This is an optimization exercise on Yosys and OpenROAD, whose aim is small area, a short achievable clock period and few clock cycles per item, not a production implementation.
In this exercise RTL edits were held to simulation tests only and were not proved equivalent to the original.
Power figures rest on the tool's default switching activity, not on a simulated workload.

// mini_gpu
module mini_gpu #(
    parameter PIXEL_WIDTH           = 8,
    parameter ADDR_WIDTH            = 18,
    parameter FILTER_WIDTH          = 2,
    parameter ARRAY_WIDTH           = 4,
    parameter ZP_IMAGE_WIDTH        = 34,
    parameter ZP_IMAGE_HEIGHT       = 34
)(
    input                      i_clk,
    input                      i_nrst,
    input   [PIXEL_WIDTH-1:0]  i_mem_pixel,
    output  [ADDR_WIDTH-1 :0]  o_mem_addr,
    input                      i_start_pulse,
    input   [FILTER_WIDTH-1:0] i_filter_type,
    output                     o_finish_pulse,
    output                     o_filtered_wstb,
    output  [ADDR_WIDTH-1 :0]  o_filtered_addr,
    output  [PIXEL_WIDTH-1:0]  o_filtered_pixel
);
Size in the first run: roughly 700 cells after synthesis, roughly 190 flip-flops, about 7700 um^2 of cells after synthesis.
Settings: LEC_CHECK=0, CAP_MARGIN=20, CORE_MARGIN=2, CORE_UTILIZATION=50, SLEW_MARGIN=20; clock period 20.0 ns.
standard.sh (not shown) runs the stock make flow with config.mk's settings and CLKGATE_MAP_FILE= SYNTH_SCRIPT=/design/flow/synth_recipe.tcl, a recipe that flattens the netlist after the stock synthesis.
==> flow/flow/run.sh <==
#!/bin/bash
# Standard layout, with plain buffers on the ports, a lighter clock tree, and
# stronger cells on the output paths (flow/pre_dpl.tcl, before detailed
# placement).
set -euo pipefail
bash standard.sh \
  "BUFFER_PORTS_ARGS=-buffer_cell sky130_fd_sc_hd__buf_1" \
  "CTS_ARGS=-sink_clustering_enable -repair_clock_nets -dont_use_dummy_load -buf_list sky130_fd_sc_hd__clkbuf_8 -root_buf sky130_fd_sc_hd__clkbuf_16 -sink_clustering_size 16 -sink_clustering_max_diameter 80" \
  "PRE_DETAIL_PLACE_TCL=$PWD/flow/pre_dpl.tcl" \
  SKIP_REPAIR_TIE_FANOUT=1 \
  finish > standard.log 2>&1
==> flow/flow/pre_dpl.tcl <==
# Before detailed placement: give the output ports stronger port buffers and
# stronger flip-flops to drive them (same cells, higher drive strength).
set up {
  sky130_fd_sc_hd__buf_1   sky130_fd_sc_hd__buf_2
  sky130_fd_sc_hd__dfxtp_1 sky130_fd_sc_hd__dfxtp_2
  sky130_fd_sc_hd__dfrtp_1 sky130_fd_sc_hd__dfrtp_2
}
# flip-flops that also drive logic of their own
set up4 {
  sky130_fd_sc_hd__dfxtp_1 sky130_fd_sc_hd__dfxtp_4
  sky130_fd_sc_hd__dfrtp_1 sky130_fd_sc_hd__dfrtp_4
}
proc driver_of {net} {
  foreach pin [get_pins -quiet -of_objects $net] {
    if {[get_property $pin direction] == "output"} { return [get_cells -of_objects $pin] }
  }
  return ""
}
set n 0
foreach port [get_ports *] {
  if {[get_property $port direction] != "output"} continue
  set buf [driver_of [get_nets [get_full_name $port]]]
  if {$buf == ""} continue
  set ref [get_property $buf ref_name]
  if {![dict exists $up $ref]} continue
  replace_cell [get_full_name $buf] [dict get $up $ref]
  incr n
  set ff [driver_of [get_nets -of_objects [get_pins [get_full_name $buf]/A]]]
  if {$ff == ""} continue
  set fref [get_property $ff ref_name]
  set loads [llength [get_pins -quiet -of_objects [get_nets -of_objects [get_pins [get_full_name $buf]/A]]]]
  if {$loads > 3 && [dict exists $up4 $fref]} {
    replace_cell [get_full_name $ff] [dict get $up4 $fref]
    incr n
  } elseif {[dict exists $up $fref]} {
    replace_cell [get_full_name $ff] [dict get $up $fref]
    incr n
  }
}
puts "pre_dpl: resized $n cells"
Testbench counts at the start, summed over its fixed seeds: cycles 35,616, frames 24.
==> next run, changes <==
==> flow/flow/run.sh (replaced) <==
#!/bin/bash
# Standard layout, with plain buffers on the ports, a lighter clock tree, and
# stronger cells on the output paths (flow/pre_dpl.tcl, before detailed
# placement).
set -euo pipefail
bash standard.sh \
  "BUFFER_PORTS_ARGS=-buffer_cell sky130_fd_sc_hd__buf_1" \
  "CTS_ARGS=-sink_clustering_enable -repair_clock_nets -dont_use_dummy_load -buf_list sky130_fd_sc_hd__clkbuf_8 -root_buf sky130_fd_sc_hd__clkbuf_16 -sink_clustering_size 20 -sink_clustering_max_diameter 100" \
  "PRE_DETAIL_PLACE_TCL=$PWD/flow/pre_dpl.tcl" \
  SKIP_REPAIR_TIE_FANOUT=1 \
  finish > standard.log 2>&1
What happened:
- sequential share of layout area is unchanged
- sequential power barely changes
- power stays the same
- global-route usage is unchanged
- setup slack stays the same
- cell count does not change
- synthesized cell count does not change
==> next run, changes <==
==> flow/flow/run.sh (replaced) <==
#!/bin/bash
# Standard layout, with plain buffers on the ports, a lighter clock tree, and
# stronger cells on the output paths (flow/pre_dpl.tcl, before detailed
# placement).
set -euo pipefail
bash standard.sh \
  "BUFFER_PORTS_ARGS=-buffer_cell sky130_fd_sc_hd__buf_1" \
  "CTS_ARGS=-sink_clustering_enable -repair_clock_nets -dont_use_dummy_load -buf_list sky130_fd_sc_hd__clkbuf_8 -root_buf sky130_fd_sc_hd__clkbuf_16 -sink_clustering_size 16 -sink_clustering_max_diameter 150" \
  "PRE_DETAIL_PLACE_TCL=$PWD/flow/pre_dpl.tcl" \
  SKIP_REPAIR_TIE_FANOUT=1 \
  finish > standard.log 2>&1
The changed run completed with no timing, DRC or antenna violations.
Final cell count stays the same.
Clock-buffer cell count stays the same.
Sequential share of layout area does not change.
Final area does not change.
Clock power barely changes.
Maximum frequency stays the same.


## job 2357
The RTL this note starts from:
==> flow/design.v <==
`timescale 1ns / 1ps
module input_buffer #(
    parameter N = 15
)(
    input              i_clk,
    input      [7:0]   i_mem_pixel,
    output reg [N*8-1:0] o_taps
);
    always @(posedge i_clk) begin
        o_taps <= {o_taps[(N-1)*8-1:0], i_mem_pixel};
    end
endmodule
`timescale 1ns / 1ps
module image_filter #(
    parameter H = 6
)(
    input                i_clk,
    input                i_nrst,
    input                i_start,          
    input      [1:0]     i_filter_type,    
    input                i_valid,
    input      [(2*H+1)*8-1:0] i_taps,
    output reg           o_wstb,
    output reg           o_wstb_int,       
    output reg           o_wstb_next,      
    output reg [7:0]     o_filtered_pixel
);
    reg ident, sharp, edged, blur;
    always @(posedge i_clk) begin
        if (i_start) begin
            ident <= (i_filter_type == 2'd0);
            sharp <= (i_filter_type == 2'd1);
            edged <= (i_filter_type == 2'd2);
            blur  <= (i_filter_type == 2'd3);
        end
    end
    wire [7:0] p01 = i_taps[(  H+2)*8 +: 8];
    wire [7:0] p20 = i_taps[(2*H  )*8 +: 8];
    wire [7:0] p21 = i_taps[(  H  )*8 +: 8];
    wire [7:0] p22 = i_taps[(    0)*8 +: 8];
    wire [8:0] q  = p20 + p22;
    wire [8:0] r  = p01 + p21;
    reg  [8:0] q1, q2;               
    reg  [9:0]  x1, d1;
    wire [12:0] s2;
    wire [7:0]  c1 = ident ? i_taps[1*8 +: 8] : i_taps[(H+2)*8 +: 8];
    wire [12:0] opa = blur  ? {2'b0, c1, 3'b111} :
                      edged ? {2'b0, c1, 3'b010} :
                      sharp ? {3'b0, c1, 2'b01}  : {5'b0, c1};
    wire [12:0] opb = blur  ? {2'b0, x1, 1'b0} :
                      ident ? 13'd0 : ~{3'b0, x1};
    wire [12:0] ope = blur  ? {3'b0, d1} :
                      edged ? ~{3'b0, d1} :
                      sharp ? {5'b0, c1} : 13'd0;
    wire [12:0] css = opa ^ opb ^ ope;
    wire [12:0] csc = {(opa[11:0] & opb[11:0]) | (opa[11:0] & ope[11:0]) | (opb[11:0] & ope[11:0]), blur};
    assign s2 = css + csc;
    reg  [7:0]  clamped;
    always @(*) begin
        if (blur)
            clamped = s2[12] ? 8'hff : s2[11:4];
        else if (s2[12])
            clamped = 8'h00;
        else if (|s2[11:8])
            clamped = 8'hff;
        else
            clamped = s2[7:0];
    end
    always @(posedge i_clk) begin
        q1 <= q;
        q2 <= q1;
        x1 <= r + q1;
        d1 <= q + q2;
        o_filtered_pixel <= clamped;
    end
    always @(posedge i_clk or negedge i_nrst) begin
        if (!i_nrst) begin
            o_wstb_next <= 1'b0;
            o_wstb      <= 1'b0;
        end else begin
            o_wstb_next <= i_valid;
            o_wstb      <= o_wstb_next;
        end
    end
    always @(posedge i_clk) begin
        o_wstb_int <= o_wstb_next;
    end
endmodule
`timescale 1ns / 1ps
module gpu_arithmetic #(
    parameter PIXEL_WIDTH           = 8,
    parameter H                     = 6
)(
    input                      i_clk,
    input                      i_nrst,
    input   [PIXEL_WIDTH-1:0]  i_mem_pixel,
    input                      i_start,
    input   [1:0]              i_filter_type,
    input                      i_valid,
    output                     o_wstb,
    output                     o_wstb_int,
    output                     o_wstb_next,
    output  [PIXEL_WIDTH-1:0]  o_filtered_pixel
);
    localparam N = 2*H + 1;                  
    wire [N*8-1:0] taps;
    input_buffer #(
        .N                  (N                  )
    ) i_input_buffer (
        .i_clk              (i_clk              ),
        .i_mem_pixel        (i_mem_pixel        ),
        .o_taps             (taps               )
    );
    image_filter #(
        .H                  (H                  )
    ) i_image_filter (
        .i_clk              (i_clk              ),
        .i_nrst             (i_nrst             ),
        .i_start            (i_start            ),
        .i_filter_type      (i_filter_type      ),
        .i_valid            (i_valid            ),
        .i_taps             (taps               ),
        .o_wstb             (o_wstb             ),
        .o_wstb_int         (o_wstb_int         ),
        .o_wstb_next        (o_wstb_next        ),
        .o_filtered_pixel   (o_filtered_pixel   )
    );
endmodule
`timescale 1ns / 1ps
module gpu_controller #(
    parameter ZP_IMAGE_WIDTH        = 34,
    parameter ZP_IMAGE_HEIGHT       = 34,
    parameter H                     = 6
)(
    input               i_clk,
    input               i_nrst,
    input               i_start_pulse,
    input      [1:0]    i_filter_type,
    output     [17:0]   o_mem_addr,
    output reg          o_win_valid,
    input               i_wstb_int,      
    input               i_wstb_next,     
    output reg          o_finish_pulse,
    output     [17:0]   o_filtered_addr
);
    localparam W    = ZP_IMAGE_WIDTH;
    localparam OW   = ZP_IMAGE_WIDTH - 2;
    localparam OH   = ZP_IMAGE_HEIGHT - 2;
    localparam R    = H - 2;                 
    localparam NS   = OH / R;                
    localparam KB   = 3;
    localparam XB   = 6;
    localparam SB   = 3;
    localparam JB   = 2;
    localparam CB   = 5;
    localparam AB   = 11;
    localparam NB   = SB + CB + JB;          
    reg            running;
    reg  [KB-1:0]  k;
    reg  [XB-1:0]  x;
    reg  [SB-1:0]  s;
    reg  [AB-1:0]  addr;
    reg  [NB-1:0]  cnt;
    reg            not_ident;        
    wire [NB-1:0]  cnt_next = cnt + i_wstb_int;
    wire ident   = !not_ident;
    wire k_end   = (k == H-1);
    wire x_end   = (x == W-1);
    wire s_end   = (s == NS-1);
    wire [KB-1:0] k_first = ident ? 2 : 0;
    wire [XB-1:0] x_first = ident ? 2 : 0;
    wire          start_ident = (i_filter_type == 2'd0);
    localparam [AB-1:0] STEP_ROW   = W;
    localparam [AB-1:0] STEP_COL_N = 1 - (H-1)*W;
    localparam [AB-1:0] STEP_COL_I = 1 - (R-1)*W;
    localparam [AB-1:0] STEP_STR_N = -W - (W-1);
    localparam [AB-1:0] STEP_STR_I = W - (OW-1);
    reg [AB-1:0] step;
    always @(*) begin
        if (!k_end)      step = STEP_ROW;
        else if (!x_end) step = ident ? STEP_COL_I : STEP_COL_N;
        else             step = ident ? STEP_STR_I : STEP_STR_N;
    end
    assign o_mem_addr      = {{(18-AB){1'b0}}, addr};
    assign o_filtered_addr = {{(18-NB){1'b0}}, cnt[NB-1 -: SB], cnt[JB-1:0], cnt[JB +: CB]};
    always @(posedge i_clk or negedge i_nrst) begin
        if (!i_nrst) begin
            running        <= 1'b0;
            o_win_valid    <= 1'b0;
            o_finish_pulse <= 1'b0;
        end else begin
            if (i_start_pulse)
                running    <= 1'b1;
            else if (k_end && x_end && s_end)
                running    <= 1'b0;
            o_win_valid    <= running && (k >= 2 && x >= 2);
            o_finish_pulse <= i_wstb_next && (&cnt_next);
        end
    end
    always @(posedge i_clk) begin
        if (i_start_pulse) begin
            not_ident <= (i_filter_type != 2'd0);
            k      <= start_ident ? 2 : 0;
            x      <= start_ident ? 2 : 0;
            s      <= 0;
            addr   <= start_ident ? W + 1 : 0;
            cnt    <= 0;
        end else begin
            addr <= addr + step;
            if (!k_end) begin
                k <= k + 1'b1;
            end else begin
                k <= k_first;
                if (!x_end) begin
                    x <= x + 1'b1;
                end else begin
                    x <= x_first;
                    s <= s + 1'b1;
                end
            end
            cnt <= cnt_next;
        end
    end
endmodule
`timescale 1ns / 1ps
module mini_gpu #(
    parameter PIXEL_WIDTH           = 8,
    parameter ADDR_WIDTH            = 18,
    parameter FILTER_WIDTH          = 2,
    parameter ARRAY_WIDTH           = 4,
    parameter ZP_IMAGE_WIDTH        = 34,
    parameter ZP_IMAGE_HEIGHT       = 34
)(
    input                      i_clk,
    input                      i_nrst,
    input   [PIXEL_WIDTH-1:0]  i_mem_pixel,
    output  [ADDR_WIDTH-1 :0]  o_mem_addr,
    input                      i_start_pulse,
    input   [FILTER_WIDTH-1:0] i_filter_type,
    output                     o_finish_pulse,
    output                     o_filtered_wstb,
    output  [ADDR_WIDTH-1 :0]  o_filtered_addr,
    output  [PIXEL_WIDTH-1:0]  o_filtered_pixel
);
    localparam H = 6;                        
    wire       win_valid;
    wire       wstb_int;
    wire       wstb_next;
    wire       last_write;
    wire [PIXEL_WIDTH-1:0] pixel;
    gpu_controller #(
        .ZP_IMAGE_WIDTH     (ZP_IMAGE_WIDTH     ),
        .ZP_IMAGE_HEIGHT    (ZP_IMAGE_HEIGHT    ),
        .H                  (H                  )
    ) i_gpu_controller (
        .i_clk              (i_clk              ),
        .i_nrst             (i_nrst             ),
        .i_start_pulse      (i_start_pulse      ),
        .i_filter_type      (i_filter_type      ),
        .o_mem_addr         (o_mem_addr         ),
        .o_win_valid        (win_valid          ),
        .i_wstb_int         (wstb_int           ),
        .i_wstb_next        (wstb_next          ),
        .o_finish_pulse     (o_finish_pulse     ),
        .o_filtered_addr    (o_filtered_addr    )
    );
    gpu_arithmetic #(
        .PIXEL_WIDTH        (PIXEL_WIDTH        ),
        .H                  (H                  )
    ) i_gpu_arithmetic (
        .i_clk              (i_clk              ),
        .i_nrst             (i_nrst             ),
        .i_mem_pixel        (i_mem_pixel        ),
        .i_start            (i_start_pulse      ),
        .i_filter_type      (i_filter_type      ),
        .i_valid            (win_valid          ),
        .o_wstb             (o_filtered_wstb    ),
        .o_wstb_int         (wstb_int           ),
        .o_wstb_next        (wstb_next          ),
        .o_filtered_pixel   (o_filtered_pixel   )
    );
endmodule
clock: 20.0 ns
lec_check: 0
cap_margin: 20
core_margin: 2
core_utilization: 50
slew_margin: 20
==> flow/flow/run.sh <==
#!/bin/bash
# Standard layout, with plain buffers on the ports, a lighter clock tree, and
# stronger cells on the output paths (flow/pre_dpl.tcl, before detailed
# placement).
set -euo pipefail
bash standard.sh \
  "BUFFER_PORTS_ARGS=-buffer_cell sky130_fd_sc_hd__buf_1" \
  "CTS_ARGS=-sink_clustering_enable -repair_clock_nets -dont_use_dummy_load -buf_list sky130_fd_sc_hd__clkbuf_8 -root_buf sky130_fd_sc_hd__clkbuf_16 -sink_clustering_size 16 -sink_clustering_max_diameter 150" \
  "PRE_DETAIL_PLACE_TCL=$PWD/flow/pre_dpl.tcl" \
  SKIP_REPAIR_TIE_FANOUT=1 \
  finish > standard.log 2>&1
Scripts as last shown in full above: flow/flow/pre_dpl.tcl
Job 2357 | stages: all done | timing, DRC, antenna: all pass
Testbench counts of job 2357, summed over its fixed seeds: cycles 35,616, frames 24.
For job 4600, these inputs were changed with respect to job 2357:
- a change of CORE_UTILIZATION from 50 to 65
diff --git a/flow/flow/pre_dpl.tcl b/flow/flow/pre_dpl.tcl
--- a/flow/flow/pre_dpl.tcl
+++ b/flow/flow/pre_dpl.tcl
@@ -7,5 +6,0 @@
-}
-# flip-flops that also drive logic of their own
-set up4 {
-  sky130_fd_sc_hd__dfxtp_1 sky130_fd_sc_hd__dfxtp_4
-  sky130_fd_sc_hd__dfrtp_1 sky130_fd_sc_hd__dfrtp_4
@@ -31,5 +26 @@
-  set loads [llength [get_pins -quiet -of_objects [get_nets -of_objects [get_pins [get_full_name $buf]/A]]]]
-  if {$loads > 3 && [dict exists $up4 $fref]} {
-    replace_cell [get_full_name $ff] [dict get $up4 $fref]
-    incr n
-  } elseif {[dict exists $up $fref]} {
+  if {[dict exists $up $fref]} {
==> comparison <==
Between job 4600 and job 2357, it is job 4600 whose post-route worst hold slack is higher, by 0.016 ns.
In job 4600 the final design utilization turned out 15 points higher than in job 2357.
Job 4600: flow completed, timing, DRC and antenna clean
Comparing job 2357 and job 4600, the lower vertical extent of the die was measured on job 4600.
### job 4600 -> job 668
- changing CORE_UTILIZATION from 65 to 50
diff --git a/flow/flow/run.sh b/flow/flow/run.sh
--- a/flow/flow/run.sh
+++ b/flow/flow/run.sh
@@ -8 +8 @@
-  "CTS_ARGS=-sink_clustering_enable -repair_clock_nets -dont_use_dummy_load -buf_list sky130_fd_sc_hd__clkbuf_8 -root_buf sky130_fd_sc_hd__clkbuf_16 -sink_clustering_size 16 -sink_clustering_max_diameter 150" \
+  "CTS_ARGS=-sink_clustering_enable -repair_clock_nets -dont_use_dummy_load -buf_list sky130_fd_sc_hd__clkbuf_8 -root_buf sky130_fd_sc_hd__clkbuf_16 -sink_clustering_size 18 -sink_clustering_max_diameter 150" \
Results
Detail-routed via count per cell: lower on job 668
Measured against each other, job 4600 and job 668 differ in time the worst path needs with I/O delays and setup, the lower figure coming from job 4600.
Compared with job 4600, met3 wire length in job 668 decreased by a few percent.
Diff job 4600 -> job 668: delay of the slowest critical-path stage essentially unchanged, worst hold-check slack decreased 0.0086 ns, final setup slack of the worst path decreased 0.010 ns, sequential share of layout area decreased 0.46 points.
--- input diff job 668..job 8415 ---
diff --git a/flow/flow/run.sh b/flow/flow/run.sh
--- a/flow/flow/run.sh
+++ b/flow/flow/run.sh
@@ -8 +8 @@
-  "CTS_ARGS=-sink_clustering_enable -repair_clock_nets -dont_use_dummy_load -buf_list sky130_fd_sc_hd__clkbuf_8 -root_buf sky130_fd_sc_hd__clkbuf_16 -sink_clustering_size 18 -sink_clustering_max_diameter 150" \
+  "CTS_ARGS=-sink_clustering_enable -repair_clock_nets -dont_use_dummy_load -buf_list sky130_fd_sc_hd__clkbuf_8 -root_buf sky130_fd_sc_hd__clkbuf_16 -sink_clustering_size 16 -sink_clustering_max_diameter 150" \
[summary]
Post-CTS setup-driven buffer insertion count: job 8415 vs job 668 — no meaningful difference
Between job 668 and job 8415, the proportion of power drawn by the clock network figures differ only marginally.
Between job 8415 and job 668, the utilization figures differ only marginally.
Per the comparison of job 8415 with job 668, final period utilization has remained practically unchanged, final standard cell count with taps included and fillers excluded comparable, XOR/XNOR share of the synthesized area level, routed wire length now sits at about the same level, relative max-transition margin closely matched the old numbers.
Any difference in global-route usage between job 668 and job 8415 is small enough to ignore.

[static timing again, ports no longer ideal]
Ports are ideal in the flow. The routed layouts listed here were re-timed in OpenROAD.
Step 1 sets driving cells, clkbuf_16 on the clock port and buf_2 on the other inputs (assumed; they add their load-dependent delay and slew).
Step 2, shift: input delay + t, output delay - t, t = (earliest + latest rising clock arrival at the registers) / 2. This alone moves slack from input paths to output paths.
Three values: ideal ports, drivers, drivers and shift; two values: the first two.
| run | shift t [ns] | setup slack, ns | worst register clock-pin slew, ns | cell pins on the clock port's net |
|---|---|---|---|---|
| the first run of note 1 | 0.407 | 15.105 / 15.064 / 14.836 | 0.10 / 0.10 | 1 |
| the second run of note 1 | 0.407 | 15.105 / 15.064 / 14.836 | 0.10 / 0.10 | 1 |
| the third run of note 1 | 0.407 | 15.105 / 15.064 / 14.836 | 0.10 / 0.10 | 1 |
| job 2357 | 0.405 | 15.091 / 15.049 / 14.795 | 0.10 / 0.10 | 1 |
| job 4600 | 0.407 | 15.073 / 15.033 / 14.796 | 0.10 / 0.10 | 1 |
| job 668 | 0.401 | 15.063 / 15.022 / 14.750 | 0.09 / 0.09 | 1 |
| job 8415 | 0.401 | 15.063 / 15.022 / 14.750 | 0.09 / 0.09 | 1 |
After both steps setup and hold are still met in every run listed.
